This is an optimization exercise on Yosys and OpenROAD, whose aim is small area, not a production implementation.
RTL that was checked went through simulation tests only; none was proved equivalent to the original.
No functional check of the RTL was part of runs 1 to 3.
No activity file was given, so power comes from the tool's default toggle rates.

==> design/flow/design.v <==
module rca #(parameter W = 8) (
    input  [W-1:0] a,
    input  [W-1:0] b,
    input          ci,
    output [W-1:0] s
);
    wire [W:0] c;
    assign c[0] = ci;
    genvar i;
    generate
        for (i = 0; i < W; i = i + 1) begin : g
            assign s[i]   = a[i] ^ b[i] ^ c[i];
            assign c[i+1] = (a[i] & b[i]) | (c[i] & (a[i] ^ b[i]));
        end
    endgenerate
endmodule
module inc #(parameter W = 8) (
    input  [W-1:0] a,
    input          ci,
    output [W-1:0] s
);
    wire [W:0] c;
    assign c[0] = ci;
    genvar i;
    generate
        for (i = 0; i < W; i = i + 1) begin : g
            assign s[i]   = a[i] ^ c[i];
            assign c[i+1] = a[i] & c[i];
        end
    endgenerate
endmodule
module csa #(parameter W = 8) (
    input  [W-1:0] a,
    input  [W-1:0] b,
    input  [W-1:0] c,
    output [W-1:0] s,
    output [W-1:0] y
);
    wire [W-1:0] m = (a & b) | (a & c) | (b & c);
    assign s = a ^ b ^ c;
    assign y = {m[W-2:0], 1'b0};
endmodule
module pop16half (
    input  [15:0] x,
    output [2:0]  h
);
    wire [4:0] s1, c1;
    genvar i;
    generate
        for (i = 0; i < 5; i = i + 1) begin : g
            assign s1[i] = x[3*i] ^ x[3*i+1] ^ x[3*i+2];
            assign c1[i] = (x[3*i] & x[3*i+1]) | (x[3*i] & x[3*i+2]) | (x[3*i+1] & x[3*i+2]);
        end
    endgenerate
    wire a0 = s1[0] ^ s1[1] ^ s1[2];
    wire a1 = (s1[0] & s1[1]) | (s1[0] & s1[2]) | (s1[1] & s1[2]);
    wire b0 = s1[3] ^ s1[4] ^ x[15];
    wire b1 = (s1[3] & s1[4]) | (s1[3] & x[15]) | (s1[4] & x[15]);
    wire w1c = a0 & b0;                  
    wire d0 = c1[0] ^ c1[1] ^ c1[2];
    wire d1 = (c1[0] & c1[1]) | (c1[0] & c1[2]) | (c1[1] & c1[2]);
    wire e0 = c1[3] ^ c1[4] ^ a1;
    wire e1 = (c1[3] & c1[4]) | (c1[3] & a1) | (c1[4] & a1);
    wire f0 = b1 ^ w1c ^ d0;
    wire f1 = (b1 & w1c) | (b1 & d0) | (w1c & d0);
    wire g0 = e0 ^ f0;
    wire g1 = e0 & f0;
    wire k0 = d1 ^ e1 ^ f1;
    wire k1 = (d1 & e1) | (d1 & f1) | (e1 & f1);
    assign h[0] = g0;
    assign h[1] = k0 ^ g1;
    assign h[2] = k1 ^ (k0 & g1);
endmodule
module IDPManager(
    input clk,
    input rst_n,
    output MEM_REQ,
    output [31:0] MEM_ADDR,
    output [3:0] MEM_CMD,
    input  [31:0] MEM_DIN,
    input  MEM_VLD,
    input  MEM_FIN,
    input  MEM_IDP_SEL,
    input  pxMem_WR_RDY,
    output pxMem_WR_VLD,
    input  pxMem_GRANT,
    output pxMem_WR_REQ,
    output [19:0] pxMem_Addr,
    output [3:0] pxMem_burst,
    output [15:0] pxMem_out,
    output [19:0] track_din,
    output track_write,
    input  IDP_START,
    output IDP_STATUS,
    input  [31:0] CFG_READ_START_ADDR,
    input  [8:0] CFG_WIDTH,
    input  [8:0] CFG_HEIGHT,
    input  [9:0] CFG_NUM_FMAP
);
    localparam S_IDLE      = 5'd0;
    localparam S_LOAD_CFG  = 5'd1;
    localparam S_SM_GNT    = 5'd2;
    localparam S_SM_CMD    = 5'd3;
    localparam S_SM_WAIT   = 5'd4;
    localparam S_SM_WRT    = 5'd5;
    localparam S_HAM       = 5'd6;    
    localparam S_PX_GNT    = 5'd9;
    localparam S_PX_CMD    = 5'd10;
    localparam S_PX_WAIT   = 5'd11;
    localparam S_PX_WRT    = 5'd12;
    localparam S_MOVE      = 5'd13;
    localparam S_DEC       = 5'd14;
    localparam S_CPY_GNT   = 5'd15;
    localparam S_CPY_CMD   = 5'd16;
    localparam S_BURST     = 5'd17;
    localparam S_CALC_COL  = 5'd18;
    localparam S_CHK_ROW   = 5'd19;
    localparam S_SET_ROW   = 5'd20;
    localparam S_CHK_NEXT  = 5'd21;
    localparam S_FINISH    = 5'd22;
    reg [4:0] state, next_state;
    reg [31:0] ext_addr;
    reg [19:0] pxm_addr;
    reg [9:0]  cur_idx;
    reg [4:0]  cur_col;     
    reg [8:0]  cur_row;
    reg [15:0] cur_SM;
    reg [3:0]  cnt;
    reg [15:0] BUFFER [0:15];
    reg [2:0]  tail;        
    reg [4:0]  bcnt;
    reg [15:0] hoh;         
    reg [15:0] bout;
    integer k;
    always @(*) begin
        bout = 16'd0;
        for (k = 0; k < 16; k = k + 1) bout = bout | (BUFFER[k] & {16{hoh[k]}});
    end
    wire bempty = (bcnt == 5'd0);
    wire bfull  = (bcnt[4] == 1'b1);      
    wire st_burst = (state == S_BURST);
    wire bwrite = (state == S_PX_WRT) & ~bfull;
    wire bread  = ((st_burst & cur_SM[15]) | (state == S_CHK_NEXT)) & ~bempty;
    always @(posedge clk) begin
        if (bwrite) begin
            BUFFER[{tail, 1'b0}] <= MEM_DIN[31:16];
            BUFFER[{tail, 1'b1}] <= MEM_DIN[15:0];
        end
    end
    always @(posedge clk, negedge rst_n) begin
        if (~rst_n) begin
            hoh <= 16'd1;
            tail <= 3'd0;
            bcnt <= 5'd0;
        end else begin
            if (bwrite) begin
                tail <= tail + 1'b1;
                bcnt <= bcnt + 5'd2;
            end else if (bread) begin
                hoh <= {hoh[14:0], hoh[15]};
                bcnt <= bcnt - 1'b1;
            end
        end
    end
    wire [2:0] half;
    pop16half u_pop (.x(cur_SM), .h(half));
    assign IDP_STATUS   = (state != S_IDLE);
    assign MEM_REQ      = (state == S_SM_GNT) | (state == S_SM_CMD) | (state == S_PX_GNT) |
                          (state == S_PX_CMD) | (state == S_PX_WAIT);
    assign MEM_CMD      = {1'b0, ((state == S_PX_GNT) | (state == S_PX_CMD)) ? half : 3'd0};
    assign MEM_ADDR     = ext_addr;
    assign pxMem_WR_REQ = (state == S_CPY_GNT) | (state == S_CPY_CMD) | st_burst;
    assign pxMem_WR_VLD = st_burst;
    assign pxMem_Addr   = pxm_addr;
    assign pxMem_burst  = 4'd15;
    assign pxMem_out    = cur_SM[15] ? bout : 16'd0;
    assign track_write  = (state == S_SET_ROW);
    wire [5:0]  nseg;
    inc #(6) u_nseg (.a({1'b0, CFG_WIDTH[8:4]}), .ci(CFG_WIDTH[3:0] != 4'd0), .s(nseg));
    wire [15:0] N16 = {6'd0, CFG_NUM_FMAP};
    wire [15:0] r0 = ~pxm_addr[19:4];
    wire [15:0] r1 = N16 & {16{nseg[0]}};
    wire [15:0] r2 = (N16 << 1) & {16{nseg[1]}};
    wire [15:0] r3 = (N16 << 2) & {16{nseg[2]}};
    wire [15:0] r4 = (N16 << 3) & {16{nseg[3]}};
    wire [15:0] r5 = ((N16 << 4) & {16{nseg[4]}}) | ((N16 << 5) & {16{nseg[5]}});
    wire [15:0] s1a, y1a, s1b, y1b, s2, y2, s3, y3, tsum;
    csa #(16) u_c1a (.a(r0), .b(r1), .c(r2), .s(s1a), .y(y1a));
    csa #(16) u_c1b (.a(r3), .b(r4), .c(r5), .s(s1b), .y(y1b));
    csa #(16) u_c2  (.a(s1a), .b(y1a), .c(s1b), .s(s2), .y(y2));
    csa #(16) u_c3  (.a(s2), .b(y2), .c(y1b), .s(s3), .y(y3));
    rca #(16) u_tr  (.a(s3), .b(y3), .ci(1'b0), .s(tsum));
    assign track_din = {~tsum, pxm_addr[3:0]};
    wire [4:0] col_inc;
    inc #(5) u_col (.a(cur_col), .ci(1'b1), .s(col_inc));
    wire col_wrap = ({(cur_col == 5'd31), col_inc} >= nseg);
    always @(*) begin
        next_state = state;
        case (state)
            S_IDLE:     if (IDP_START) next_state = S_LOAD_CFG;
            S_LOAD_CFG: next_state = S_SM_GNT;
            S_SM_GNT:   if (MEM_IDP_SEL) next_state = S_SM_CMD;
            S_SM_CMD:   next_state = S_SM_WAIT;
            S_SM_WAIT:  if (MEM_VLD) next_state = S_SM_WRT;
            S_SM_WRT:   if (MEM_FIN) next_state = S_HAM;
            S_HAM:      if (cnt == 4'd15) next_state = S_PX_GNT;
            S_PX_GNT:   if (MEM_IDP_SEL) next_state = S_PX_CMD;
            S_PX_CMD:   next_state = S_PX_WAIT;
            S_PX_WAIT:  if (MEM_VLD) next_state = S_PX_WRT;
            S_PX_WRT:   if (MEM_FIN) next_state = cur_SM[15] ? S_DEC : S_MOVE;
            S_MOVE: begin
                if (cur_SM[15]) next_state = S_DEC;
                else if (cnt == 4'd15) next_state = S_CPY_GNT;
            end
            S_DEC: begin
                if (cnt == 4'd15) next_state = S_CPY_GNT;
                else if (~cur_SM[14]) next_state = S_MOVE;
            end
            S_CPY_GNT:  if (pxMem_GRANT) next_state = S_CPY_CMD;
            S_CPY_CMD:  next_state = S_BURST;
            S_BURST:    if (pxm_addr[3:0] == 4'd15) next_state = S_CALC_COL;
            S_CALC_COL: next_state = S_CHK_ROW;
            S_CHK_ROW:  next_state = (CFG_NUM_FMAP == cur_idx) ? S_SET_ROW : S_CHK_NEXT;
            S_SET_ROW:  next_state = S_CHK_NEXT;
            S_CHK_NEXT: begin
                if (CFG_HEIGHT == cur_row) next_state = S_FINISH;
                else if (~bempty) next_state = S_HAM;
                else next_state = S_SM_GNT;
            end
            S_FINISH:   next_state = S_IDLE;
            default:    next_state = 5'bxxxxx;
        endcase
    end
    wire st_smwrt = (state == S_SM_WRT);
    wire st_pxcmd = (state == S_PX_CMD);
    wire [31:0] ext_next;
    assign ext_next[0] = ext_addr[0];
    assign ext_next[1] = ext_addr[1] ^ st_smwrt;
    wire c2 = (st_smwrt & ext_addr[1]) | st_pxcmd;
    wire [2:0] f = half & {3{st_pxcmd}};
    wire [3:0] lo_sum;
    rca #(3) u_elo (.a(ext_addr[4:2]), .b(f), .ci(c2), .s(lo_sum[2:0]));
    assign lo_sum[3] = (ext_addr[4] & f[2]) | ((ext_addr[4] ^ f[2]) &
                       ((ext_addr[3] & f[1]) | ((ext_addr[3] ^ f[1]) &
                       ((ext_addr[2] & f[0]) | ((ext_addr[2] ^ f[0]) & c2)))));
    assign ext_next[4:2] = lo_sum[2:0];
    inc #(27) u_ehi (.a(ext_addr[31:5]), .ci(lo_sum[3]), .s(ext_next[31:5]));
    wire [19:0] pxm_next;
    inc #(20) u_pxm (.a(pxm_addr), .ci(st_burst), .s(pxm_next));
    wire rot = st_burst | (state == S_DEC) | ((state == S_MOVE) & ~cur_SM[15]);
    always @(posedge clk, negedge rst_n) begin
        if (~rst_n) begin
            state    <= S_IDLE;
            ext_addr <= 32'd0;
            pxm_addr <= 20'd0;
        end else begin
            state <= next_state;
            ext_addr <= (state == S_LOAD_CFG) ? CFG_READ_START_ADDR : ext_next;
            pxm_addr <= (state == S_LOAD_CFG) ? 20'd0 : pxm_next;
        end
    end
    wire [9:0] idx_inc;
    wire [8:0] row_inc;
    wire [3:0] cnt_inc;
    inc #(10) u_idx (.a(cur_idx), .ci(1'b1), .s(idx_inc));
    inc #(9)  u_row (.a(cur_row), .ci(1'b1), .s(row_inc));
    inc #(4)  u_cnt (.a(cnt), .ci(1'b1), .s(cnt_inc));
    always @(posedge clk) begin
        if (state == S_LOAD_CFG) begin
            cur_idx <= 10'd0;
            cur_col <= 5'd0;
            cur_row <= 9'd0;
        end else if (state == S_CALC_COL) begin
            if (col_wrap) begin
                cur_idx <= idx_inc;
                cur_col <= 5'd0;
            end else
                cur_col <= col_inc;
        end else if (state == S_SET_ROW) begin
            cur_idx <= 10'd0;
            cur_row <= row_inc;
        end
        if (state == S_SM_WRT) cur_SM <= MEM_DIN[31:16];
        else if ((state == S_CHK_NEXT) & ~bempty) cur_SM <= bout;
        else if (rot) cur_SM <= {cur_SM[14:0], cur_SM[15]};
        if ((state == S_SM_WRT) | (state == S_CHK_NEXT)) cnt <= 4'd9;
        else if ((state == S_HAM) | (state == S_DEC) | ((state == S_MOVE) & ~cur_SM[15]))
            cnt <= cnt_inc;
    end
endmodule
==> design/flow/flow/run.sh <==
#!/bin/bash
# The standard layout (standard synthesis, floorplan, power grid, placement,
# CTS, routing), with two changes: port buffers use the smallest buffer cell,
# and CTS uses small clock buffers without dummy loads.
set -euo pipefail
bash standard.sh \
  "BUFFER_PORTS_ARGS=-buffer_cell sky130_fd_sc_hd__buf_1" \
  "CTS_ARGS=-sink_clustering_enable -repair_clock_nets -buf_list {sky130_fd_sc_hd__clkbuf_4} -dont_use_dummy_load" \
  finish > flow_make.log 2>&1
==> design/flow/standard.sh <==
#!/bin/bash
# synth_recipe.tcl (not shown) runs the flow's synth.tcl, then flattens the netlist and writes it again
# the make line also repeats each setting of config.mk as NAME=value (left out here)
make -C /OpenROAD-flow-scripts/flow DESIGN_CONFIG=/design/flow/config.mk WORK_HOME=/design/flow/orfs CLKGATE_MAP_FILE= SYNTH_SCRIPT=/design/flow/synth_recipe.tcl "${@:-finish}"
==> design/flow/config.mk <==
export PLATFORM = sky130hd
export DESIGN_NAME = IDPManager
export DESIGN_NICKNAME = IDPManager
export VERILOG_FILES = /design/flow/design.v
export SDC_FILE = /design/flow/constraint.sdc
export NUM_CORES = 4
export LEC_CHECK = 0
export CAP_MARGIN = 20
export CORE_MARGIN = 2
export CORE_UTILIZATION = 40
export SLEW_MARGIN = 20
==> design/flow/constraint.sdc <==
create_clock -name core_clock -period 16.0 [get_ports {clk}]
set_input_delay 3.2000 -clock core_clock [delete_from_list [all_inputs] [get_ports {clk}]]
set_output_delay 3.2000 -clock core_clock [all_outputs]
set_load 0.01 [all_outputs]
==> impl_results.md, run 1 <==
* Outcome: timing/DRC/antenna clean
* Total power at 0.002524 W
* Synthesized area per cell at 13.08 sq um
* Setup Crit Path Kind: primary input to primary output
* FP Rows at 77
* Hold Crit Class: flop to flop
* Max-slew violations at 0
* Post-synth ARST share at roughly a fifth
* Layout Area Growth over Synthesis at 11.17%
* Core area at approximately 44000 sq um
* # IOs at about 200
* CP most frequent cell: fa_1
* CTS resizes at 0
* Max cap viols at 0
* Primary FF master, synth: edfxtp_1
* Tmin final at roughly 15000 ps
* #FFs+latches synth at between 300 and 400
* First-pass GRT wire length at approximately 70000 microns
* Final ANT Viol Nets at 0
* Worst-Skew Late Latency at 840 ps
* Post-DP HPWL at ~28000 microns
* 1st-iter DRT viols at between 800 and 900
* Fillers at about 4000
* Worst Tran Pin Value at between 1000 and 1500 ps
* Post-Layout Cell Count at around 2200
* Setup bufs post-CTS at 0
* Num CTS Buffers at a little under 100
* CP max FO at 11
* GRT overflow at 0
* Switching pwr at 0.0008537 W
* Unrepaired setup endpoints after global routing: false
* Clock skew at ~140 ps
* Buffers plus inverters on the worst setup path at 3
* Initial antenna violation count at 5
* Yosys warns at 1
* Slowest library cell on the worst path: fa_1
* Largest net degree at the start of global routing at 70
* DR vias at roughly 12000
* Final nets at around 1900
* Post-layout util at approximately 45%
* Clock-pin transition on the worst setup and hold timing paths at approximately 60 ps
* Residual DRC at 0
* PortBufs at between 150 and 200
* Post-DR wirelength/cell at between 20 and 25 microns
* Highest Clock Rate at approximately 66 MHz
* Final setup TNS at 0 ps
* Post-Place Cells at 2100
* First-pass DRT Iterations at 5
* Synthesized cell area at approximately 18000 sq um
* Die width at 216.8 microns
* Unique masters post-synth at between 60 and 70
* Layout cells sized above 1 at under 10%
* Total GRT Usage at 19.69%
* Die height at 216.8 microns
* Hold slack at 479.8 ps
* Crit share post-route at ~95%
* Reg power frac at 46.7%
* Final count of hold timing violations at 0
* Combinational power share at 28.8%
* Post-synth EDFFs at 272
* CTS tree: done
* Req. time, crit path at 12800 ps
* CTS H-tree lvls at 3
* Clock buffer depth at 3
* Net switching share of the total power at 33.82%
* P_leak at approximately 7.8 nW
* Initial cell density of the core at about 41%
* Peak VDD IR at around 0.12 mV
* CP peak stage delay at 570 ps
* CTS sink count at around 380
* CP arrival at about 12000 ps
* Synth Instances at roughly 1400
* Root buffer cell: clkbuf_4
* Routed WL at 45920 microns
* Post-synthesis sequential area ratio at between 50% and 60%
* Int Power at 0.001671 W
* Die area at 46990 sq um
* Critical Path Sink Type: primary output
* Hold_buf cts at 0
* Critical Path Start Type: primary input
* Final GP Congestion at approximately 0.81
* Max-slew headroom at around a fifth
* Vias in the first global route at around 12000
* Vias per cell at 5.411
* Clock power share at roughly 25%
* CP delay by family, top: adder cells
* Setup Viol. Count Final at 0
* Pwr dens at approximately 130 nW/um^2
[kinds of logic after synthesis]
group           after synthesis  synth area share (%)
xor+xnor                     35                 1.693
flops                       381                 59.40
fa+ha+maj                   158                 13.49
compound gates              242                 10.14
simple gates                364                 9.742
other cells                   2               0.04147
buf+inv                     182                 4.277
mux                          20                 1.223
[Yosys cell counts (all sizes together), types with 19 or more instances]
cell type  instances  area, sq um
ha                96         1201
a221oi            65        569.3
and2              33        206.5
inv               91        344.1
clkbuf            57        214.0
o21ai             37        188.9
dfrtp             80         2002
xnor2             22        192.7
edfxtp           272         8168
nor2              39        148.9
dfxtp             28        560.5
a22o              69        604.3
nand2            189        709.4
fa                62         1241
nor2b             20        125.1
nand3             19        95.09
a21oi             41        205.2
buf               34        216.5
[power by group through the flow]
stage | sequential, W | clock (W) | combinational (W)
2_1_floorplan | 0.00120 | 0 | 0.000476
3_3_place_gp | 0.00120 | 0 | 0.000720
3_5_place_dp | 0.00120 | 0 | 0.000735
4_1_cts | 0.00118 | 0.000643 | 0.000739
5_1_grt | 0.00119 | 0.000690 | 0.000830
6_report | 0.00118 | 0.000619 | 0.000726
[through the flow]
stage | worst slack [ps] | instance area [sq um]
floorplan | 1234 | 18120
global placement | 824.9 | 19350
detailed placement | 762.0 | 19380
CTS | 760.3 | 20110
global route | 444.1 | 20130
finish | 820.0 | 20130
[layout by cell type (no fill, tap or decap), types with 3 or more instances in the layout]
master,synthesis,layout
a22oi_1,8,8
o211ai_1,3,3
a22o_1,69,69
inv_1,90,90
nand2_1,189,189
edfxtp_1,272,272
buf_4,10,17
nand4_1,3,3
o22ai_1,4,4
or4_1,3,3
nand3_1,19,18
clkbuf_4,0,99
mux2i_1,3,3
nor2_4,0,3
diode_2,0,4
a21oi_1,41,40
mux2_2,17,17
conb_1,2,5
and2_1,33,33
nor3_1,12,8
a221oi_1,65,65
xnor2_1,22,22
xor2_1,13,13
nand2b_1,7,7
fa_1,62,62
dfxtp_1,28,28
nor3_2,0,4
ha_1,96,96
dfrtp_1,80,80
o21ai_1,16,16
and4_1,17,17
o21ai_0,20,20
buf_1,3,193
nor2_1,38,34
nor2b_1,20,20
[path summary, 6_finish.rpt]
| path | startpoint | to | slack (ps) | cells after the start |
|---|---|---|---|---|
| max reg2reg | cur_SM[12] | ext_addr[31] | 6740 | 39 |
| min in group asynchronous | rst_n | pxm_addr[16] | 2300 | 1 |
| max in group asynchronous | rst_n | ext_addr[4] | 12460 | 2 |
| min | cur_col[1] | cur_col[1] | 480 | 1 |
| min reg2reg | cur_col[1] | cur_col[1] | 480 | 1 |
| max | CFG_WIDTH[3] | track_din[19] | 820 | 26 |
[layer usage]
layer	wire length [microns]	part of all wire, %	vias up	global-route usage (%)
met2	21900	48	406	32.13
met3	3160	6.9	78	4.822
met5	27	0.059	-	0
met1	19920	43	5966	26.05
met4	911	2.0	4	6.027
li1	-	-	5462	-
[area by class of cell]
class	count	area, sq um	area share, %
repair buffers	212	887.1	4.406
clock buffers	98	735.7	3.654
diodes	4	10.01	0.04972
well taps	592	740.7	3.679
flip-flops and latches	381	10760	53.43
multi-input cells	824	6658	33.07
inverters	91	344.1	1.709
[flip-flops by register name (all words and copies together) (netlist names)]
register  count
BUFFER      256
bcnt          5
cnt           4
cur_SM       16
cur_col       5
cur_idx      10
cur_row       9
ext_addr     32
hoh          16
pxm_addr     20
state         5
tail          3
==> run 2: changes to the inputs <==
--- a/design/flow/flow/run.sh
+++ b/design/flow/flow/run.sh
@@ -5,5 +5,5 @@
 set -euo pipefail
 bash standard.sh \
   "BUFFER_PORTS_ARGS=-buffer_cell sky130_fd_sc_hd__buf_1" \
-  "CTS_ARGS=-sink_clustering_enable -repair_clock_nets -buf_list {sky130_fd_sc_hd__clkbuf_4} -dont_use_dummy_load" \
+  "CTS_ARGS=-sink_clustering_enable -repair_clock_nets -buf_list {sky130_fd_sc_hd__clkbuf_8} -sink_clustering_size 16 -sink_clustering_max_diameter 50 -dont_use_dummy_load" \
   finish > flow_make.log 2>&1
==> run 2 against run 1 <==
  * Sequential power about the same
  * Flip-flop and latch count unchanged
  * Synthesized area did not move
  * First-iteration DRC count is 9.2% higher
  * Still clean on timing, DRC and antenna
  * Worst hold slack better by 2.6 ps
==> impl_results.md, run 2 <==
* Unique masters post-synth at 64 (unchanged)
* Hold_buf cts at 0 (unchanged)
* Most common library cell in the layout ignoring fill and taps: edfxtp_1 (unchanged)
* Hold Crit Class: flop to flop (unchanged)
* Post-synthesis sequential area ratio at 59.40% (unchanged)
* Setup Viol. Count Final at 0 (unchanged)
* First-pass GRT wire length at 68770 microns (was 70170 microns)
* Setup Crit Path Kind: primary input to primary output (unchanged)
* GRT overflow at 0 (unchanged)
* CP peak stage delay at 570 ps (about the same)
* Die width at 216.8 microns (unchanged)
* Core area at 44410 sq um (unchanged)
* CTS sink count at 381 (unchanged)
* CTS H-tree lvls at 2 (was 3)
* Clock skew at 138.4 ps (was 143.8 ps)
* Tmin final at 15180 ps (about the same)
* Max-slew violations at 0 (unchanged)
* Area contributors post-synth: edfxtp_1 (45%), dfrtp_1 (11%), fa_1 (6.9%) (unchanged)
* Max cap viols at 0 (unchanged)
* Clock buffer depth at 3 (unchanged)
* Largest net degree at the start of global routing at 70 (unchanged)
* Pwr dens at 122.6 nW/um^2 (was 125.4 nW/um^2)
* Synth Instances at 1384 (unchanged)
* Yosys warns at 1 (unchanged)
* #FFs+latches synth at 381 (unchanged)
* Stages on the worst setup path at 26 (unchanged)
* Peak VDD IR at 0.1206 mV (about the same)
* Post-synth EDFFs at 272 (unchanged)
* CTS tree: done (unchanged)
* Cell taking the most area after synthesis: edfxtp_1 (unchanged)
* CP most frequent cell: fa_1 (unchanged)
* PortBufs at 194 (unchanged)
* Xor/xnor share of the synthesized area at 1.693% (unchanged)
* Root buffer cell: clkbuf_8 (was clkbuf_4)
* CP arrival at 11980 ps (about the same)
* Final nets at 1809 (was 1866)
* R2R cell count at 39 (unchanged)
* Worst Tran Pin Value at 1163 ps (was 1193 ps)
* Post-layout util at 44.92% (was 45.33%)
* Simple-Gate Fraction of Synth Area at 9.742% (unchanged)
* Post-DP HPWL at 28360 microns (unchanged)
* Worst-Skew Late Latency at 660 ps (was 840 ps)
* Final GP Congestion at 0.8102 (unchanged)
* Die area at 46990 sq um (unchanged)
* Hold path depth at 1 (unchanged)
* Commonest non-fill, non-tap cells in the layout: edfxtp_1 (272), buf_1 (193), nand2_1 (189) (unchanged)
* Count leader, synth: edfxtp_1 (unchanged)
* Highest Clock Rate at 65.88 MHz (about the same)
* Outcome: timing/DRC/antenna clean (unchanged)
* Unrepaired setup endpoints after global routing: false (unchanged)
* Num CTS Buffers at 41 (was 98)
* Primary FF master, synth: edfxtp_1 (unchanged)
* Post-synth ARST share at 21.26% (unchanged)
* Vias per cell at 5.390 (was 5.411)
* Clock-pin transition on the worst setup and hold timing paths at 70 ps (was 60 ps)
* Req. time, crit path at 12800 ps (about the same)
* Synthesized cell area at 18110 sq um (unchanged)
* CP delay by family, top: adder cells (unchanged)
* Largest family of logic cells by synthesized area: adder cells (unchanged)
* Initial antenna violation count at 3 (was 5)
* Layout cells sized above 1 at 6.456% (was 9.776%)
* Max-slew headroom at 22.46% (was 20.47%)
* CTS resizes at 0 (unchanged)
* Die height at 216.8 microns (unchanged)
* Crit share post-route at 94.87% (about the same)
* Critical Path Sink Type: primary output (unchanged)
* Vias in the first global route at 11560 (was 12100)
* Setup bufs post-CTS at 0 (unchanged)
* Reg2reg setup slack at 6820 ps (was 6740 ps)
* FP Rows at 77 (unchanged)
* Residual DRC at 0 (unchanged)
* Final count of hold timing violations at 0 (unchanged)
* Post-DR wirelength/cell at 21.22 microns (was 20.85 microns)
* Slowest library cell on the worst path: fa_1 (unchanged)
* P_leak at 7.630 nW (was 7.786 nW)
* Synthesized area per cell at 13.08 sq um (unchanged)
* Mux contribution to synthesized area at 1.223% (unchanged)
* Post-synth top area share at 45.10% (unchanged)
* First-pass DRT Iterations at 5 (unchanged)
* Critical Path Start Type: primary input (unchanged)
* Final setup TNS at 0 ps (unchanged)
* Synth cell count leaders: edfxtp_1 (272), nand2_1 (189), ha_1 (96) (unchanged)
* Max reg flops at 256 (unchanged)
* Buffers plus inverters on the worst setup path at 3 (unchanged)
* Regs by FF count: BUFFER x256, ext_addr x32, pxm_addr x20 (unchanged)
* Top reg by flops: BUFFER (unchanged)
* # IOs at 201 (unchanged)
* Total GRT Usage at 19.29% (was 19.69%)
* Layout Area Growth over Synthesis at 10.18% (was 11.17%)
* CP max FO at 11 (unchanged)
* Routed WL at 45450 microns (was 45920 microns)
* Area share of fa/ha/maj cells after synthesis at 13.49% (unchanged)
* Initial cell density of the core at 40.77% (unchanged)
* 1st-iter DRT viols at 975 (was 893)
* Final ANT Viol Nets at 0 (unchanged)
* Synth Area in Compound Gates at 10.14% (unchanged)
* DR vias at 11550 (was 11920)
[run 2: cell counts after synthesis]
Identical to the previous run, type by type.
[run 2: metrics by stage]
step | cells | setup slack, ps | total power, W | hold slack, ps | instance area (sq um)
6_report | 2142 | 820.5 | 0.002446 | 482.4 | 19950
5_1_grt | 2141 | 444.1 | 0.002611 | 500.2 | 19950
4_1_cts | 2141 | 760.3 | 0.002481 | 485.5 | 19940
3_5_place_dp | 2100 | 762.0 | 0.001935 | 467.9 | 19380
3_3_place_gp | 2099 | 824.9 | 0.001917 | 461.3 | 19350
2_1_floorplan | 1387 | 1234 | 0.001680 | 446.5 | 18120
[run 2: metal layers]
metal / vias to the layer above / global-route usage [%] / routed length, microns
met5: - / 0 / 27
met3: 79 / 4.053 / 3108
li1: 5297 / - / -
met4: 4 / 5.137 / 1011
met2: 358 / 31.72 / 21460
met1: 5808 / 26.05 / 19850
[run 2: worst paths after layout]
kind,start,endpoint
worst max-delay path,CFG_WIDTH[3],track_din[19]
worst min-delay path,cur_col[1],cur_col[1]
worst max register to register,cur_SM[14],ext_addr[31]
worst min register to register,cur_col[1],cur_col[1]
max in group asynchronous,rst_n,ext_addr[6]
min in group asynchronous,rst_n,pxm_addr[16]
[run 2: cells by family (layout without fill, tap and decap cells)]
logic type	count (synthesis)	count (layout)
multiplexers	20	20
XOR/XNOR	35	35
flip-flops	381	381
AO/OA/AOI/OAI	242	242
AND/OR/NAND/NOR	364	364
adder cells (fa/ha/maj)	158	158
other	2	6
buffers and inverters	182	344
[run 2: worst reg2reg max path: cells and delay by family (launching register included)]
kind / cells / cell delay [ps]
buffers and inverters: 2 / 140
xor gates and xnor gates: 1 / 150
adders and majority gates: 33 / 7700
DFF: 1 / 510
AOI/OAI and AO/OA: 1 / 90
and+or+nand+nor: 2 / 360
[run 2: report_power, final]
group          switching, W  internal, W  leakage [nW]
sequential        0.0000491      0.00113          3.74
clock              0.000318     0.000227         0.295
combinational      0.000459     0.000264          3.59
[run 2: layout make-up]
cell class              instances  area (sq um)
fillers                      4071         24460
flip-flops and latches        381         10760
multi-input cells             824          6658
repair buffers                212         887.1
well taps                     592         740.7
clock buffers                  41         564.3
inverters                      91         344.1
diodes                          1         2.502
==> run 3: changes to the inputs <==
==> design/flow/flow/run.sh (replaced) <==
#!/bin/bash
# The standard layout (standard synthesis, floorplan, power grid, placement,
# CTS, routing), with two changes: port buffers use the smallest buffer cell,
# and CTS uses small clock buffers without dummy loads.
set -euo pipefail
bash standard.sh \
  "BUFFER_PORTS_ARGS=-buffer_cell sky130_fd_sc_hd__buf_1" \
  "CTS_ARGS=-sink_clustering_enable -repair_clock_nets -buf_list {sky130_fd_sc_hd__clkbuf_4} -sink_clustering_size 10 -sink_clustering_max_diameter 40 -dont_use_dummy_load" \
  finish > flow_make.log 2>&1
==> run 3 against run 2 <==
  * Synthesized area stayed put
  * Highest routed layer unchanged
  * Register-to-register slack better by 30 ps
  * Die area stayed put
  * Clock power is 12% lower
  * Still clean on timing, DRC and antenna
==> impl_results.md, run 3 <==
* Buffers plus inverters on the worst setup path at 3 (unchanged)
* Final nets at 1825 (was 1809)
* Most common library cell in the layout ignoring fill and taps: edfxtp_1 (unchanged)
* Max-slew headroom at 19.93% (was 22.46%)
* Clock power share at 20.1% (was 22.3%)
* Clock-pin transition on the worst setup and hold timing paths at 50 ps (was 70 ps)
* Final count of hold timing violations at 0 (unchanged)
* Int Power at 0.001553 W (was 0.001620 W)
* Peak VDD IR at 0.1204 mV (was 0.1206 mV)
* Vias in the first global route at 11720 (was 11560)
* Core area at 44410 sq um (unchanged)
* Reg power frac at 49.6% (was 48.1%)
* CP peak stage delay at 570 ps (about the same)
* CTS tree: done (unchanged)
* Synthesized cell area at 18110 sq um (unchanged)
* Num CTS Buffers at 57 (was 41)
* Residual DRC at 0 (unchanged)
* Pwr dens at 119.8 nW/um^2 (was 122.6 nW/um^2)
* P_leak at 7.597 nW (was 7.630 nW)
* Fillers at 4102 (was 4071)
* CTS resizes at 0 (unchanged)
* Die height at 216.8 microns (unchanged)
* Final setup TNS at 0 ps (unchanged)
* Unrepaired setup endpoints after global routing: false (unchanged)
* Post-synth ARST share at 21.26% (unchanged)
* Post-Place Cells at 2100 (unchanged)
* Initial antenna violation count at 5 (was 3)
* Max-slew violations at 0 (unchanged)
* CP most frequent cell: fa_1 (unchanged)
* Critical Path Start Type: primary input (unchanged)
* Post-Layout Cell Count at 2162 (was 2142)
* CTS sink count at 381 (unchanged)
* Post-synth top area share at 45.10% (unchanged)
* Yosys warns at 1 (unchanged)
* Hold slack at 477.5 ps (was 482.4 ps)
* Synth Instances at 1384 (unchanged)
* Tmin final at 15180 ps (about the same)
* Post-DP HPWL at 28360 microns (unchanged)
* Die area at 46990 sq um (unchanged)
* CP arrival at 11980 ps (about the same)
* Highest Clock Rate at 65.88 MHz (about the same)
* CP max FO at 11 (unchanged)
* Req. time, crit path at 12800 ps (about the same)
* Post-synth EDFFs at 272 (unchanged)
* CTS H-tree lvls at 2 (unchanged)
* Outcome: timing/DRC/antenna clean (unchanged)
* Hold Crit Class: flop to flop (unchanged)
* Die width at 216.8 microns (unchanged)
* Max cap viols at 0 (unchanged)
* DR vias at 11680 (was 11550)
* Clock buffer depth at 3 (unchanged)
* First-pass DRT Iterations at 5 (unchanged)
* Layout Area Growth over Synthesis at 9.487% (was 10.18%)
* 1st-iter DRT viols at 955 (was 975)
* GRT overflow at 0 (unchanged)
* Combinational power share at 30.4% (was 29.6%)
* Largest net degree at the start of global routing at 70 (unchanged)
* Count leader, synth: edfxtp_1 (unchanged)
* Unique masters post-synth at 64 (unchanged)
* Layout cells sized above 1 at 7.412% (was 6.456%)
* Final ANT Viol Nets at 0 (unchanged)
* Total GRT Usage at 19.36% (was 19.29%)
* Worst Tran Pin Value at 1201 ps (was 1163 ps)
* GR Util met1 at 26.22% (was 26.05%)
* Post-synthesis sequential area ratio at 59.40% (unchanged)
* Commonest non-fill, non-tap cells in the layout: edfxtp_1 (272), buf_1 (193), nand2_1 (189) (unchanged)
* Multi-input logic area at 6658 sq um (unchanged)
* FP Rows at 77 (unchanged)
* Vias per cell at 5.404 (was 5.390)
* Post-DR wirelength/cell at 21.03 microns (was 21.22 microns)
* Met3 global-route usage at 3.927% (was 4.053%)
* Setup Crit Path Kind: primary input to primary output (unchanged)
* #FFs+latches synth at 381 (unchanged)
* PortBufs at 194 (unchanged)
* Net switching share of the total power at 34.60% (was 33.77%)
* Setup bufs post-CTS at 0 (unchanged)
* Cell taking the most area after synthesis: edfxtp_1 (unchanged)
* Synth cell count leaders: edfxtp_1 (272), nand2_1 (189), ha_1 (96) (unchanged)
* Post-layout util at 44.64% (was 44.92%)
* Switching pwr at 0.0008217 W (was 0.0008260 W)
* Register area at 10760 sq um (unchanged)
* Critical Path Sink Type: primary output (unchanged)
* Setup Viol. Count Final at 0 (unchanged)
* Area contributors post-synth: edfxtp_1 (45%), dfrtp_1 (11%), fa_1 (6.9%) (unchanged)
* Regs by FF count: BUFFER x256, ext_addr x32, pxm_addr x20 (unchanged)
* M2 GR Usage at 31.81% (was 31.72%)
* Synthesized area per cell at 13.08 sq um (unchanged)
* # IOs at 201 (unchanged)
* CP delay by family, top: adder cells (unchanged)
* Worst-Skew Late Latency at 850 ps (was 660 ps)
* Top reg by flops: BUFFER (unchanged)
* Slowest library cell on the worst path: fa_1 (unchanged)
* Initial cell density of the core at 40.77% (unchanged)
* Max reg flops at 256 (unchanged)
* Hold_buf cts at 0 (unchanged)
* Primary FF master, synth: edfxtp_1 (unchanged)
* Total power at 0.002375 W (was 0.002446 W)
* GR peak layer: met2 (unchanged)
* Root buffer cell: clkbuf_4 (was clkbuf_8)
* Crit share post-route at 94.87% (about the same)
* Routed WL at 45470 microns (was 45450 microns)
* Final GP Congestion at 0.8102 (unchanged)
* First-pass GRT wire length at 69240 microns (was 68770 microns)
* Clock skew at 139.1 ps (was 138.4 ps)
-- run 3: final timing paths --
kind	endpoint	cells past startpoint	from	slack [ps]
min reg2reg	cur_col[1]	1	cur_col[1]	480
max reg2reg	ext_addr[31]	39	cur_SM[14]	6850
min in group asynchronous	pxm_addr[15]	1	rst_n	2290
max in group asynchronous	tail[0]	2	rst_n	12480
min	cur_col[1]	1	cur_col[1]	480
max	track_din[19]	26	CFG_WIDTH[3]	820
-- run 3: power groups by stage --
stage          Combinational, W  Sequential (W)  Clock [W]
3_3_place_gp           0.000720         0.00120          0
2_1_floorplan          0.000476         0.00120          0
4_1_cts                0.000737         0.00118   0.000496
3_5_place_dp           0.000735         0.00120          0
6_report               0.000721         0.00118   0.000477
5_1_grt                0.000829         0.00119   0.000534
-- run 3: per-layer routing --
layer / share of wire, % / up-vias / wire (microns)
met1: 43 / 5823 / 19730
met3: 7.0 / 89 / 3191
met2: 47 / 416 / 21460
li1: - / 5351 / -
met5: 0.059 / - / 27
met4: 2.3 / 4 / 1055
-- run 3: layout make-up --
type                       instances  area share (%)
sequential                       381           54.25
multi-input combinational        824           33.58
timing repair buffer             212           4.474
tap                              592           3.736
clock buffer                      57           2.158
inverter                          91           1.735
antenna                            5         0.06311
-- run 3: cells by family after synthesis --
| logic type | after synthesis | share of synthesized area (%) |
|---|---|---|
| muxes | 20 | 1.223 |
| adders and majority gates | 158 | 13.49 |
| DFF | 381 | 59.40 |
| and+or+nand+nor | 364 | 9.742 |
| buffers and inverters | 182 | 4.277 |
| AOI/OAI and AO/OA | 242 | 10.14 |
| xor gates and xnor gates | 35 | 1.693 |
| other | 2 | 0.04147 |
-- run 3: metrics by stage --
stage / instance area [sq um] / setup WS, ps
after floorplan: 18120 / 1234
after global placement: 19350 / 824.9
after detailed placement: 19380 / 762.0
after CTS: 19810 / 760.3
after global routing: 19820 / 444.1
final: 19830 / 820.4
-- run 3: worst reg2reg max path: cells and delay by family, from the launching register on --
family / cells / cell delay [ps]
AO/OA/AOI/OAI: 1 / 90
XOR/XNOR: 1 / 150
adder cells (fa/ha/maj): 33 / 7690
buffers and inverters: 2 / 130
flip-flops: 1 / 500
AND/OR/NAND/NOR: 2 / 360
==> run 4: changes to the inputs <==
--- a/design/flow/design.v
+++ b/design/flow/design.v
@@ -127,15 +127,10 @@
     reg [15:0] cur_SM;
     reg [3:0]  cnt;
     reg [15:0] BUFFER [0:15];
+    reg [3:0]  head;
     reg [2:0]  tail;        
     reg [4:0]  bcnt;
-    reg [15:0] hoh;         
-    reg [15:0] bout;
-    integer k;
-    always @(*) begin
-        bout = 16'd0;
-        for (k = 0; k < 16; k = k + 1) bout = bout | (BUFFER[k] & {16{hoh[k]}});
-    end
+    wire [15:0] bout = BUFFER[head];
     wire bempty = (bcnt == 5'd0);
     wire bfull  = (bcnt[4] == 1'b1);      
     wire st_burst = (state == S_BURST);
@@ -149,7 +144,7 @@
     end
     always @(posedge clk, negedge rst_n) begin
         if (~rst_n) begin
-            hoh <= 16'd1;
+            head <= 4'd0;
             tail <= 3'd0;
             bcnt <= 5'd0;
         end else begin
@@ -157,7 +152,7 @@
                 tail <= tail + 1'b1;
                 bcnt <= bcnt + 5'd2;
             end else if (bread) begin
-                hoh <= {hoh[14:0], hoh[15]};
+                head <= head + 1'b1;
                 bcnt <= bcnt - 1'b1;
             end
         end
==> design/flow/run.sh (new file) <==
#!/bin/bash
# synth_recipe.tcl (not shown) runs the flow's synth.tcl, then flattens the netlist and writes it again
# the make line also repeats each setting of config.mk as NAME=value (left out here)
make -C /OpenROAD-flow-scripts/flow DESIGN_CONFIG=/design/flow/config.mk WORK_HOME=/design/flow/orfs CLKGATE_MAP_FILE= SYNTH_SCRIPT=/design/flow/synth_recipe.tcl finish
removed: design/flow/flow/run.sh
removed: design/flow/standard.sh
==> run 4 against run 3 <==
  * Still clean on timing, DRC and antenna
  * Total power up 30%
  * Synthesized cell count is 2.6% lower
  * Utilization rose by 4.5 points
  * Maximum frequency decreased by 2.7%
  * Critical endpoint is now track_din[18]
  * Largest cell class unchanged
==> impl_results.md, run 4 <==
* Outcome: timing/DRC/antenna clean (unchanged)
* CP arrival at 12410 ps (was 11980 ps)
* Post-route cell area at 22380 sq um (was 19830 sq um)
* Max-slew violations at 0 (unchanged)
* Most common library cell in the layout ignoring fill and taps: edfxtp_1 (unchanged)
* Hold_buf cts at 0 (unchanged)
* Post-synth ARST share at 18.70% (was 21.26%)
* Fillers at 4019 (was 4102)
* Crit share post-route at 97.55% (was 94.87%)
* 1st-iter DRT viols at 671 (was 955)
* Hold path start: cur_col[1] (unchanged)
* Hold Crit Class: flop to flop (unchanged)
* CTS sink count at 369 (was 381)
* Vias per cell at 5.193 (was 5.404)
* Post-DP HPWL at 27520 microns (was 28360 microns)
* CTS H-tree lvls at 2 (unchanged)
* Peak VDD IR at 0.09565 mV (was 0.1204 mV)
* CTS resizes at 0 (unchanged)
* Final count of hold timing violations at 0 (unchanged)
* Crit Reg-Reg Startpoint: state[3] (was cur_SM[14])
* Post-synth EDFFs at 272 (unchanged)
* Core area at 45580 sq um (was 44410 sq um)
* Req. time, crit path at 12800 ps (about the same)
* Slowest library cell on the worst path: fa_1 (unchanged)
* Unique masters post-synth at 74 (was 64)
* Synth Instances at 1348 (was 1384)
* Critical path, cell by cell: clkdlybuf4s50_1 -> or4_1 -> ha_1 -> ha_1 -> ha_1 -> ha_1 -> ha_1 -> and2_1 -> fa_1 -> fa_1 -> fa_1 -> fa_1 -> fa_1 -> fa_1 -> fa_1 -> fa_1 -> fa_1 -> fa_1 -> fa_1 -> fa_1 -> fa_1 -> inv_1 -> fa_1 -> clkdlybuf4s50_1
* Primary FF master, synth: edfxtp_1 (unchanged)
* Residual DRC at 0 (unchanged)
* Post-layout util at 49.11% (was 44.64%)
* Regs by FF count: BUFFER x256, ext_addr x32, pxm_addr x20 (unchanged)
* Worst Tran Pin Value at 1028 ps (was 1201 ps)
* Initial cell density of the core at 40.67% (was 40.77%)
* Clock skew at 30.27 ps (was 139.1 ps)
* Pwr dens at 137.9 nW/um^2 (was 119.8 nW/um^2)
* # IOs at 201 (unchanged)
* Top reg by flops: BUFFER (unchanged)
* Die area at 48080 sq um (was 46990 sq um)
* Vias in the first global route at 11470 (was 11720)
* Unrepaired setup endpoints after global routing: false (unchanged)
* Highest Clock Rate at 64.07 MHz (was 65.88 MHz)
* Final nets at 1787 (was 1825)
* FP Rows at 78 (was 77)
* CP peak stage delay at 570 ps (about the same)
* PortBufs at 194 (unchanged)
* Post-synth top area share at 44.06% (was 45.10%)
* Num CTS Buffers at 42 (was 57)
* Setup Crit Path Kind: primary input to primary output (unchanged)
* Tmin final at 15610 ps (was 15180 ps)
* Yosys warns at 1 (unchanged)
* Synthesized cell area at 18540 sq um (was 18110 sq um)
* Largest net degree at the start of global routing at 70 (unchanged)
* Post-Place Cells at 2084 (was 2100)
* GRT overflow at 0 (unchanged)
* Synthesized area per cell at 13.75 sq um (was 13.08 sq um)
* Setup crit start: CFG_WIDTH[3] (unchanged)
* CTS tree: done (unchanged)
* P_leak at 8.702 nW (was 7.597 nW)
* Die width at 219.3 microns (was 216.8 microns)
* Routed WL at 42930 microns (was 45470 microns)
* Final GP Congestion at 0.7941 (was 0.8102)
* Buffers plus inverters on the worst setup path at 3 (unchanged)
* Setup bufs post-CTS at 0 (unchanged)
* Post-DR wirelength/cell at 19.86 microns (was 21.03 microns)
* First-pass DRT Iterations at 5 (unchanged)
* Final ANT Viol Nets at 0 (unchanged)
* Area contributors post-synth: edfxtp_1 (44%), dfrtp_1 (9.3%), mux4_2 (7.8%) (was edfxtp_1 (45%), dfrtp_1 (11%), fa_1 (6.9%))
* Clock buffer depth at 3 (unchanged)
* Initial antenna violation count at 1 (was 5)
* Layout cells sized above 1 at 13.14% (was 7.412%)
* First-pass GRT wire length at 66180 microns (was 69240 microns)
* Critical Path Sink Type: primary output (unchanged)
* Post-synthesis sequential area ratio at 56.40% (was 59.40%)
* #FFs+latches synth at 369 (was 381)
* Worst-Skew Late Latency at 570 ps (was 850 ps)
* Layout Area Growth over Synthesis at 20.74% (was 9.487%)
* Placed instance area at 21010 sq um (was 19380 sq um)
* Critical Path Start Type: primary input (unchanged)
* Clock-pin transition on the worst setup and hold timing paths at 50 ps (about the same)
* CP most frequent cell: fa_1 (unchanged)
* Die height at 219.3 microns (was 216.8 microns)
* CP delay by family, top: adder cells (unchanged)
* CP max FO at 2 (was 11)
* Total GRT Usage at 18.16% (was 19.36%)
* Root buffer cell: clkbuf_16 (was clkbuf_4)
* Cell taking the most area after synthesis: edfxtp_1 (unchanged)
* Synth cell count leaders: edfxtp_1 (272), nand2_1 (214), ha_1 (97) (was edfxtp_1 (272), nand2_1 (189), ha_1 (96))
* Final setup TNS at 0 ps (unchanged)
* Commonest non-fill, non-tap cells in the layout: edfxtp_1 (272), nand2_1 (213), clkdlybuf4s50_1 (192) (was edfxtp_1 (272), buf_1 (193), nand2_1 (189))
* DR vias at 11230 (was 11680)
* Post-Layout Cell Count at 2162 (unchanged)
* Count leader, synth: edfxtp_1 (unchanged)
* Setup Viol. Count Final at 0 (unchanged)
* Max-slew headroom at 31.49% (was 19.93%)
* Max reg flops at 256 (unchanged)
* Max cap viols at 0 (unchanged)
[run 4: cell types whose count changed in the layout (fill, tap and decap cells not counted), moves of 19 or more]
cell / before / now
a21oi_1: 40 / 59
mux4_2: 0 / 64
nand2_1: 189 / 213
clkbuf_4: 58 / 0
a22o_1: 69 / 5
buf_1: 193 / 0
clkbuf_16: 0 / 43
clkdlybuf4s50_1: 0 / 192
a221oi_1: 65 / 0
[run 4: per-layer routing]
metal | vias to the layer above | share of wire (%) | GRT usage [%]
met5 | - | 0 | 0
met4 | 0 | 2.3 | 6.374
met3 | 59 | 4.9 | 2.606
met2 | 301 | 48 | 29.60
met1 | 5674 | 44 | 24.91
li1 | 5193 | - | -
[run 4: layout make-up]
| class | count | area (sq um) | area share (%) |
|---|---|---|---|
| Sequential cell | 369 | 10460 | 46.73 |
| Multi-Input combinational cell | 811 | 7377 | 32.96 |
| Timing Repair Buffer | 214 | 2092 | 9.347 |
| Clock buffer | 47 | 1091 | 4.875 |
| Tap cell | 600 | 750.7 | 3.354 |
| Inverter | 90 | 337.8 | 1.509 |
| Clock inverter | 29 | 269.0 | 1.202 |
| Antenna cell | 2 | 5.005 | 0.02236 |
[run 4: per-stage QoR]
step	hold WS [ps]	total power [W]	worst slack (ps)
6_report	467.5	0.003087	391.9
5_1_grt	490.9	0.003282	68.44
4_1_cts	469.0	0.003126	158.8
3_5_place_dp	461.2	0.002162	161.5
3_3_place_gp	444.5	0.002146	202.3
2_1_floorplan	435.6	0.001756	1234
[run 4: where the power goes]
| part | internal [W] | total (W) | switching (W) |
|---|---|---|---|
| Clock | 0.000570 | 0.000955 | 0.000384 |
| Combinational | 0.000456 | 0.000941 | 0.000485 |
| Sequential | 0.00111 | 0.00119 | 0.0000809 |
| Total | 0.00214 | 0.00309 | 0.000950 |
[run 4: tightest hold or removal path: stages (launching register included)]
cell and delay (ps):
dfxtp_1 310, nand2_1 50, a21oi_1 50
[run 4: worst paths after layout]
path	end	slack, ps	cells after the start
min in group asynchronous	ext_addr[30]	2790	1
max	track_din[18]	390	24
min reg2reg	cur_col[1]	470	2
min	cur_col[1]	470	2
max reg2reg	ext_addr[31]	7010	38
max in group asynchronous	head[2]	12490	1
[run 4: cells by family (layout without fill, tap and decap cells)]
family,Yosys count,after routing,synth area share [%]
AOI/OAI and AO/OA,145,145,5.325
xor gates and xnor gates,37,37,1.748
adders and majority gates,159,159,13.24
buffers and inverters,171,380,4.218
DFF,369,369,56.40
muxes,101,101,10.04
other,2,7,0.04051
and+or+nand+nor,364,364,8.990
==> run 5: changes to the inputs <==
--- a/design/flow/design.v
+++ b/design/flow/design.v
@@ -71,6 +71,36 @@
     assign h[1] = k0 ^ g1;
     assign h[2] = k1 ^ (k0 & g1);
 endmodule
+module dec #(parameter W = 8) (
+    input  [W-1:0] a,
+    input          bi,
+    output [W-1:0] s
+);
+    wire [W:0] b;
+    assign b[0] = bi;
+    genvar i;
+    generate
+        for (i = 0; i < W; i = i + 1) begin : g
+            assign s[i]   = a[i] ^ b[i];
+            assign b[i+1] = ~a[i] & b[i];
+        end
+    endgenerate
+endmodule
+module geq #(parameter W = 8) (
+    input  [W-1:0] a,
+    input  [W-1:0] b,
+    output         ge
+);
+    wire [W:0] c;
+    assign c[0] = 1'b1;
+    genvar i;
+    generate
+        for (i = 0; i < W; i = i + 1) begin : g
+            assign c[i+1] = (a[i] & ~b[i]) | (c[i] & (a[i] | ~b[i]));
+        end
+    endgenerate
+    assign ge = c[W];
+endmodule
 module IDPManager(
     input clk,
     input rst_n,
@@ -121,21 +151,32 @@
     reg [4:0] state, next_state;
     reg [31:0] ext_addr;
     reg [19:0] pxm_addr;
-    reg [9:0]  cur_idx;
+    reg [9:0]  cur_idx;     
     reg [4:0]  cur_col;     
-    reg [8:0]  cur_row;
+    reg [8:0]  cur_row;     
     reg [15:0] cur_SM;
     reg [3:0]  cnt;
     reg [15:0] BUFFER [0:15];
-    reg [3:0]  head;
     reg [2:0]  tail;        
     reg [4:0]  bcnt;
-    wire [15:0] bout = BUFFER[head];
+    reg [15:0] hoh;         
+    reg [15:0] bout;
+    integer k;
+    always @(*) begin
+        bout = 16'd0;
+        for (k = 0; k < 16; k = k + 1) bout = bout | (BUFFER[k] & {16{hoh[k]}});
+    end
     wire bempty = (bcnt == 5'd0);
     wire bfull  = (bcnt[4] == 1'b1);      
     wire st_burst = (state == S_BURST);
     wire bwrite = (state == S_PX_WRT) & ~bfull;
     wire bread  = ((st_burst & cur_SM[15]) | (state == S_CHK_NEXT)) & ~bempty;
+    wire [2:0] tail_inc;
+    wire [3:0] bcnt_up;
+    wire [4:0] bcnt_dn;
+    inc #(3) u_tail (.a(tail), .ci(1'b1), .s(tail_inc));
+    inc #(4) u_bup (.a(bcnt[4:1]), .ci(1'b1), .s(bcnt_up));
+    dec #(5) u_bdn (.a(bcnt), .bi(1'b1), .s(bcnt_dn));
     always @(posedge clk) begin
         if (bwrite) begin
             BUFFER[{tail, 1'b0}] <= MEM_DIN[31:16];
@@ -144,16 +185,16 @@
     end
     always @(posedge clk, negedge rst_n) begin
         if (~rst_n) begin
-            head <= 4'd0;
+            hoh <= 16'd1;
             tail <= 3'd0;
             bcnt <= 5'd0;
         end else begin
             if (bwrite) begin
-                tail <= tail + 1'b1;
-                bcnt <= bcnt + 5'd2;
+                tail <= tail_inc;
+                bcnt <= {bcnt_up, bcnt[0]};
             end else if (bread) begin
-                head <= head + 1'b1;
-                bcnt <= bcnt - 1'b1;
+                hoh <= {hoh[14:0], hoh[15]};
+                bcnt <= bcnt_dn;
             end
         end
     end
@@ -188,7 +229,9 @@
     assign track_din = {~tsum, pxm_addr[3:0]};
     wire [4:0] col_inc;
     inc #(5) u_col (.a(cur_col), .ci(1'b1), .s(col_inc));
-    wire col_wrap = ({(cur_col == 5'd31), col_inc} >= nseg);
+    wire col_ge;
+    geq #(5) u_colge (.a(cur_col), .b(CFG_WIDTH[8:4]), .ge(col_ge));
+    wire col_wrap = col_ge | ((col_inc == CFG_WIDTH[8:4]) & (CFG_WIDTH[3:0] == 4'd0));
     always @(*) begin
         next_state = state;
         case (state)
@@ -215,10 +258,10 @@
             S_CPY_CMD:  next_state = S_BURST;
             S_BURST:    if (pxm_addr[3:0] == 4'd15) next_state = S_CALC_COL;
             S_CALC_COL: next_state = S_CHK_ROW;
-            S_CHK_ROW:  next_state = (CFG_NUM_FMAP == cur_idx) ? S_SET_ROW : S_CHK_NEXT;
+            S_CHK_ROW:  next_state = (&cur_idx) ? S_SET_ROW : S_CHK_NEXT;
             S_SET_ROW:  next_state = S_CHK_NEXT;
             S_CHK_NEXT: begin
-                if (CFG_HEIGHT == cur_row) next_state = S_FINISH;
+                if (&cur_row) next_state = S_FINISH;
                 else if (~bempty) next_state = S_HAM;
                 else next_state = S_SM_GNT;
             end
@@ -262,9 +305,9 @@
     inc #(4)  u_cnt (.a(cnt), .ci(1'b1), .s(cnt_inc));
     always @(posedge clk) begin
         if (state == S_LOAD_CFG) begin
-            cur_idx <= 10'd0;
+            cur_idx <= ~CFG_NUM_FMAP;
             cur_col <= 5'd0;
-            cur_row <= 9'd0;
+            cur_row <= ~CFG_HEIGHT;
         end else if (state == S_CALC_COL) begin
             if (col_wrap) begin
                 cur_idx <= idx_inc;
@@ -272,7 +315,7 @@
             end else
                 cur_col <= col_inc;
         end else if (state == S_SET_ROW) begin
-            cur_idx <= 10'd0;
+            cur_idx <= ~CFG_NUM_FMAP;
             cur_row <= row_inc;
         end
         if (state == S_SM_WRT) cur_SM <= MEM_DIN[31:16];
==> design/flow/flow/run.sh (new file) <==
#!/bin/bash
# The standard layout (standard synthesis, floorplan, power grid, placement,
# CTS, routing), with two changes: port buffers use the smallest buffer cell,
# and CTS uses small clock buffers without dummy loads.
set -euo pipefail
bash standard.sh \
  "BUFFER_PORTS_ARGS=-buffer_cell sky130_fd_sc_hd__buf_1" \
  "CTS_ARGS=-sink_clustering_enable -repair_clock_nets -buf_list {sky130_fd_sc_hd__clkbuf_2 sky130_fd_sc_hd__clkbuf_4} -sink_clustering_size 12 -sink_clustering_max_diameter 45 -dont_use_dummy_load" \
  finish > flow_make.log 2>&1
==> design/flow/standard.sh (new file) <==
#!/bin/bash
# synth_recipe.tcl (not shown) runs the flow's synth.tcl, then flattens the netlist and writes it again
# the make line also repeats each setting of config.mk as NAME=value (left out here)
make -C /OpenROAD-flow-scripts/flow DESIGN_CONFIG=/design/flow/config.mk WORK_HOME=/design/flow/orfs CLKGATE_MAP_FILE= SYNTH_SCRIPT=/design/flow/synth_recipe.tcl "${@:-finish}"
removed: design/flow/run.sh
==> run 5 against run 4 <==
  * Combinational power is 11% higher
  * Cell area is 12% lower
  * Sequential share of layout area is 8.6 points higher
  * Non-clock buffer count is 1 higher
  * Worst hold slack better by 32 ps
  * Flip-flop and latch count is 12 higher
  * Highest routed layer is now met5
==> impl_results.md, run 5 <==
* Initial cell density of the core at 40.66% (was 40.67%)
* Synth Instances at 1261 (was 1348)
* Synthesized cell area at 18060 sq um (was 18540 sq um)
* Hold Crit Class: flop to flop (unchanged)
* Outcome: timing/DRC/antenna clean (unchanged)
* Synthesized area per cell at 14.32 sq um (was 13.75 sq um)
* Net switching share of the total power at 36.42% (was 30.77%)
* PortBufs at 194 (unchanged)
* Cell taking the most area after synthesis: edfxtp_1 (unchanged)
* Area share of fa/ha/maj cells after synthesis at 13.25% (was 13.24%)
* Die height at 216.5 microns (was 219.3 microns)
* CP arrival at 11850 ps (was 12410 ps)
* Synth Area in Compound Gates at 10.70% (was 5.325%)
* Worst Tran Pin Value at 1151 ps (was 1028 ps)
* Simple-Gate Fraction of Synth Area at 7.344% (was 8.990%)
* CP peak stage delay at 560 ps (was 570 ps)
* # IOs at 201 (unchanged)
* Final setup TNS at 0 ps (unchanged)
* Max-slew headroom at 23.25% (was 31.49%)
* Setup WS post-layout at 946.3 ps (was 391.9 ps)
* Tmin final at 15050 ps (was 15610 ps)
* Critical Path Start Type: primary input (unchanged)
* Clock-pin transition on the worst setup and hold timing paths at 80 ps (was 50 ps)
* Reg power frac at 46.1% (was 38.6%)
* First-pass GRT wire length at 68390 microns (was 66180 microns)
* Clock power share at 16.4% (was 30.9%)
* CTS H-tree lvls at 2 (unchanged)
* Count leader, synth: edfxtp_1 (unchanged)
* First-pass DRT Iterations at 7 (was 5)
* Layout cells sized above 1 at 9.573% (was 13.14%)
* Crit share post-route at 94.09% (was 97.55%)
* Hold slack at 499.8 ps (was 467.5 ps)
* Final ANT Viol Nets at 0 (unchanged)
* Largest family of logic cells by synthesized area: adder cells (unchanged)
* DR vias at 11260 (was 11230)
* GRT overflow at 0 (unchanged)
* Critical Path Sink Type: primary output (unchanged)
* Synth cell count leaders: edfxtp_1 (291), ha_1 (92), inv_1 (91) (was edfxtp_1 (272), nand2_1 (214), ha_1 (97))
* Clock skew at 203.9 ps (was 30.27 ps)
* Post-synthesis sequential area ratio at 60.62% (was 56.40%)
* #FFs+latches synth at 381 (was 369)
* Hold_buf cts at 0 (unchanged)
* Die area at 46860 sq um (was 48080 sq um)
* Combinational power share at 37.5% (was 30.5%)
* Top reg by flops: BUFFER (unchanged)
* Post-DP HPWL at 27740 microns (was 27520 microns)
* Total GRT Usage at 19.21% (was 18.16%)
* Final GP Congestion at 0.8005 (was 0.7941)
* Yosys warns at 1 (unchanged)
* Setup Crit Path Kind: primary input to primary output (unchanged)
* Post-DR wirelength/cell at 21.89 microns (was 19.86 microns)
* Area contributors post-synth: edfxtp_1 (48%), dfrtp_1 (11%), fa_1 (6.9%) (was edfxtp_1 (44%), dfrtp_1 (9.3%), mux4_2 (7.8%))
* CP max FO at 10 (was 2)
* Peak VDD IR at 0.1552 mV (was 0.09565 mV)
* Setup Viol. Count Final at 0 (unchanged)
* Xor/xnor share of the synthesized area at 0.8730% (was 1.748%)
* Final count of hold timing violations at 0 (unchanged)
* Reg2reg setup slack at 6870 ps (was 7010 ps)
* Mux contribution to synthesized area at 3.263% (was 10.04%)
* Clock buffer depth at 3 (unchanged)
* CTS sink count at 381 (was 369)
* CP most frequent cell: fa_1 (unchanged)
* DP Worst Slack at 870.1 ps (was 161.5 ps)
* Pwr dens at 140.2 nW/um^2 (was 137.9 nW/um^2)
* Die width at 216.5 microns (was 219.3 microns)
* Register area at 10950 sq um (was 10460 sq um)
* Num CTS Buffers at 51 (was 42)
* Largest net degree at the start of global routing at 75 (was 70)
* Max-slew violations at 0 (unchanged)
* Unrepaired setup endpoints after global routing: false (unchanged)
* Most common library cell in the layout ignoring fill and taps: edfxtp_1 (unchanged)
* Commonest non-fill, non-tap cells in the layout: edfxtp_1 (291), buf_1 (193), ha_1 (92) (was edfxtp_1 (272), nand2_1 (213), clkdlybuf4s50_1 (192))
* Root buffer cell: clkbuf_4 (was clkbuf_16)
* Int Power at 0.001765 W (was 0.002137 W)
* Post-synth ARST share at 21.26% (was 18.70%)
* Setup bufs post-CTS at 0 (unchanged)
* Highest Clock Rate at 66.43 MHz (was 64.07 MHz)
* Core area at 44410 sq um (was 45580 sq um)
* Unique masters post-synth at 71 (was 74)
* Slowest library cell on the worst path: fa_1 (unchanged)
* Worst-Skew Late Latency at 860 ps (was 570 ps)
* Vias per cell at 5.501 (was 5.193)
* Initial antenna violation count at 3 (was 1)
* Post-synth top area share at 48.39% (was 44.06%)
* Residual DRC at 0 (unchanged)
* CTS resizes at 0 (unchanged)
* Final nets at 1708 (was 1787)
* CTS tree: done (unchanged)
* Layout Area Growth over Synthesis at 9.624% (was 20.74%)
* 1st-iter DRT viols at 726 (was 671)
* FP Rows at 77 (was 78)
* Fillers at 4089 (was 4019)
* Routed WL at 44800 microns (was 42930 microns)
* Switching pwr at 0.001011 W (was 0.0009499 W)
* Total power at 0.002776 W (was 0.003087 W)
* Regs by FF count: BUFFER x256, ext_addr x32, pxm_addr x20 (unchanged)
* Placed instance area at 19400 sq um (was 21010 sq um)
* Primary FF master, synth: edfxtp_1 (unchanged)
* Max cap viols at 0 (unchanged)
* Max reg flops at 256 (unchanged)
* Multi-input logic area at 6486 sq um (was 7377 sq um)
* Post-route cell area at 19800 sq um (was 22380 sq um)
* Post-synth EDFFs at 291 (was 272)
* Vias in the first global route at 11420 (was 11470)
* Buffers plus inverters on the worst setup path at 4 (was 3)
* P_leak at 7.445 nW (was 8.702 nW)
* Req. time, crit path at 12800 ps (about the same)
* CP delay by family, top: adder cells (unchanged)
-- run 5: cell count changes after synthesis, moves of 19 or more --
cell and change:
nand2_1 -155, edfxtp_1 +19, dfxtp_1 -19, a21oi_1 -37, a22o_1 +64, a221oi_1 +65, mux4_2 -64, nor2b_1 +21
-- run 5: tightest hold or removal path: stages (launching register included) --
cell	delay, ps
dfxtp_1	350
xor2_1	70
nand2_1	50
-- run 5: logic make-up (layout without fill, tap and decap cells) --
logic type      after synthesis  after routing
flops                       381            381
compound gates              242            242
simple gates                242            242
buf+inv                     169            357
fa+ha+maj                   154            154
mux                          53             53
xor+xnor                     18             18
other cells                   2              8
-- run 5: metal layers --
layer / track usage [%] / wire length, microns / vias up
met5: 0 / 13 / -
met4: 5.639 / 1140 / 2
met3: 3.775 / 3001 / 93
met2: 31.30 / 21340 / 414
met1: 26.15 / 19310 / 5668
li1: - / - / 5084
-- run 5: area by class of cell --
cell class | instances | share of cell area, %
antenna | 3 | 0.03792
tap | 592 | 3.742
multi-input combinational | 714 | 32.76
timing repair buffer | 215 | 4.494
sequential | 381 | 55.30
clock buffer | 51 | 1.934
inverter | 91 | 1.725
-- run 5: power by group through the flow --
stage	combinational, W	sequential, W	clock (W)
6_report	0.00104	0.00128	0.000456
3_5_place_dp	0.00105	0.00130	0
2_1_floorplan	0.000679	0.00130	0
4_1_cts	0.00106	0.00128	0.000478
5_1_grt	0.00116	0.00130	0.000514
3_3_place_gp	0.00103	0.00130	0
-- run 5: final timing paths --
kind | start | end | cells past startpoint
min in group asynchronous | rst_n | pxm_addr[5] | 1
worst min register to register | cnt[0] | cnt[0] | 2
worst max-delay path | CFG_WIDTH[3] | track_din[19] | 27
worst min-delay path | cnt[0] | cnt[0] | 2
worst max register to register | cur_SM[3] | ext_addr[30] | 40
max in group asynchronous | rst_n | tail[0] | 2
-- run 5: stage by stage --
stage               util, %  std cells
floorplan                 -       1264
global placement      43.67       1993
detailed placement    43.68       1993
CTS                   44.54       2044
global route          44.57       2047
finish                44.57       2047

-- what the ideal ports hide --
The results above use ideal ports. As a check the final layouts listed here were re-extracted and re-timed, cells and wires unchanged.
Step 1: set_driving_cell puts a clkbuf_16 on clk and a buf_2 on each other input, an assumption about the parent block.
Step 2, shift: input delay + t, output delay - t, t = (earliest + latest rising clock arrival at the registers) / 2. This alone moves slack from input paths to output paths.
Three values: ideal ports, drivers, drivers and shift; two values: the first two.
| run | t, ns | setup slack, ns | worst register clock-pin slew, ns |
|---|---|---|---|
| run 1 | 0.822 | 0.820 / 0.798 / 0.798 | 0.07 / 0.07 |
| run 2 | 0.642 | 0.821 / 0.799 / 0.799 | 0.10 / 0.10 |
| run 3 | 0.831 | 0.820 / 0.798 / 0.798 | 0.11 / 0.11 |
| run 4 | 0.611 | 0.392 / 0.368 / 0.368 | 0.06 / 0.06 |
| run 5 | 0.815 | 0.946 / 0.925 / 0.925 | 0.12 / 0.12 |
After both steps every run listed still meets setup and hold. For run 4, which loses most, drivers alone change the setup slack by -0.024 ns; drivers and shift together by -0.024 ns.
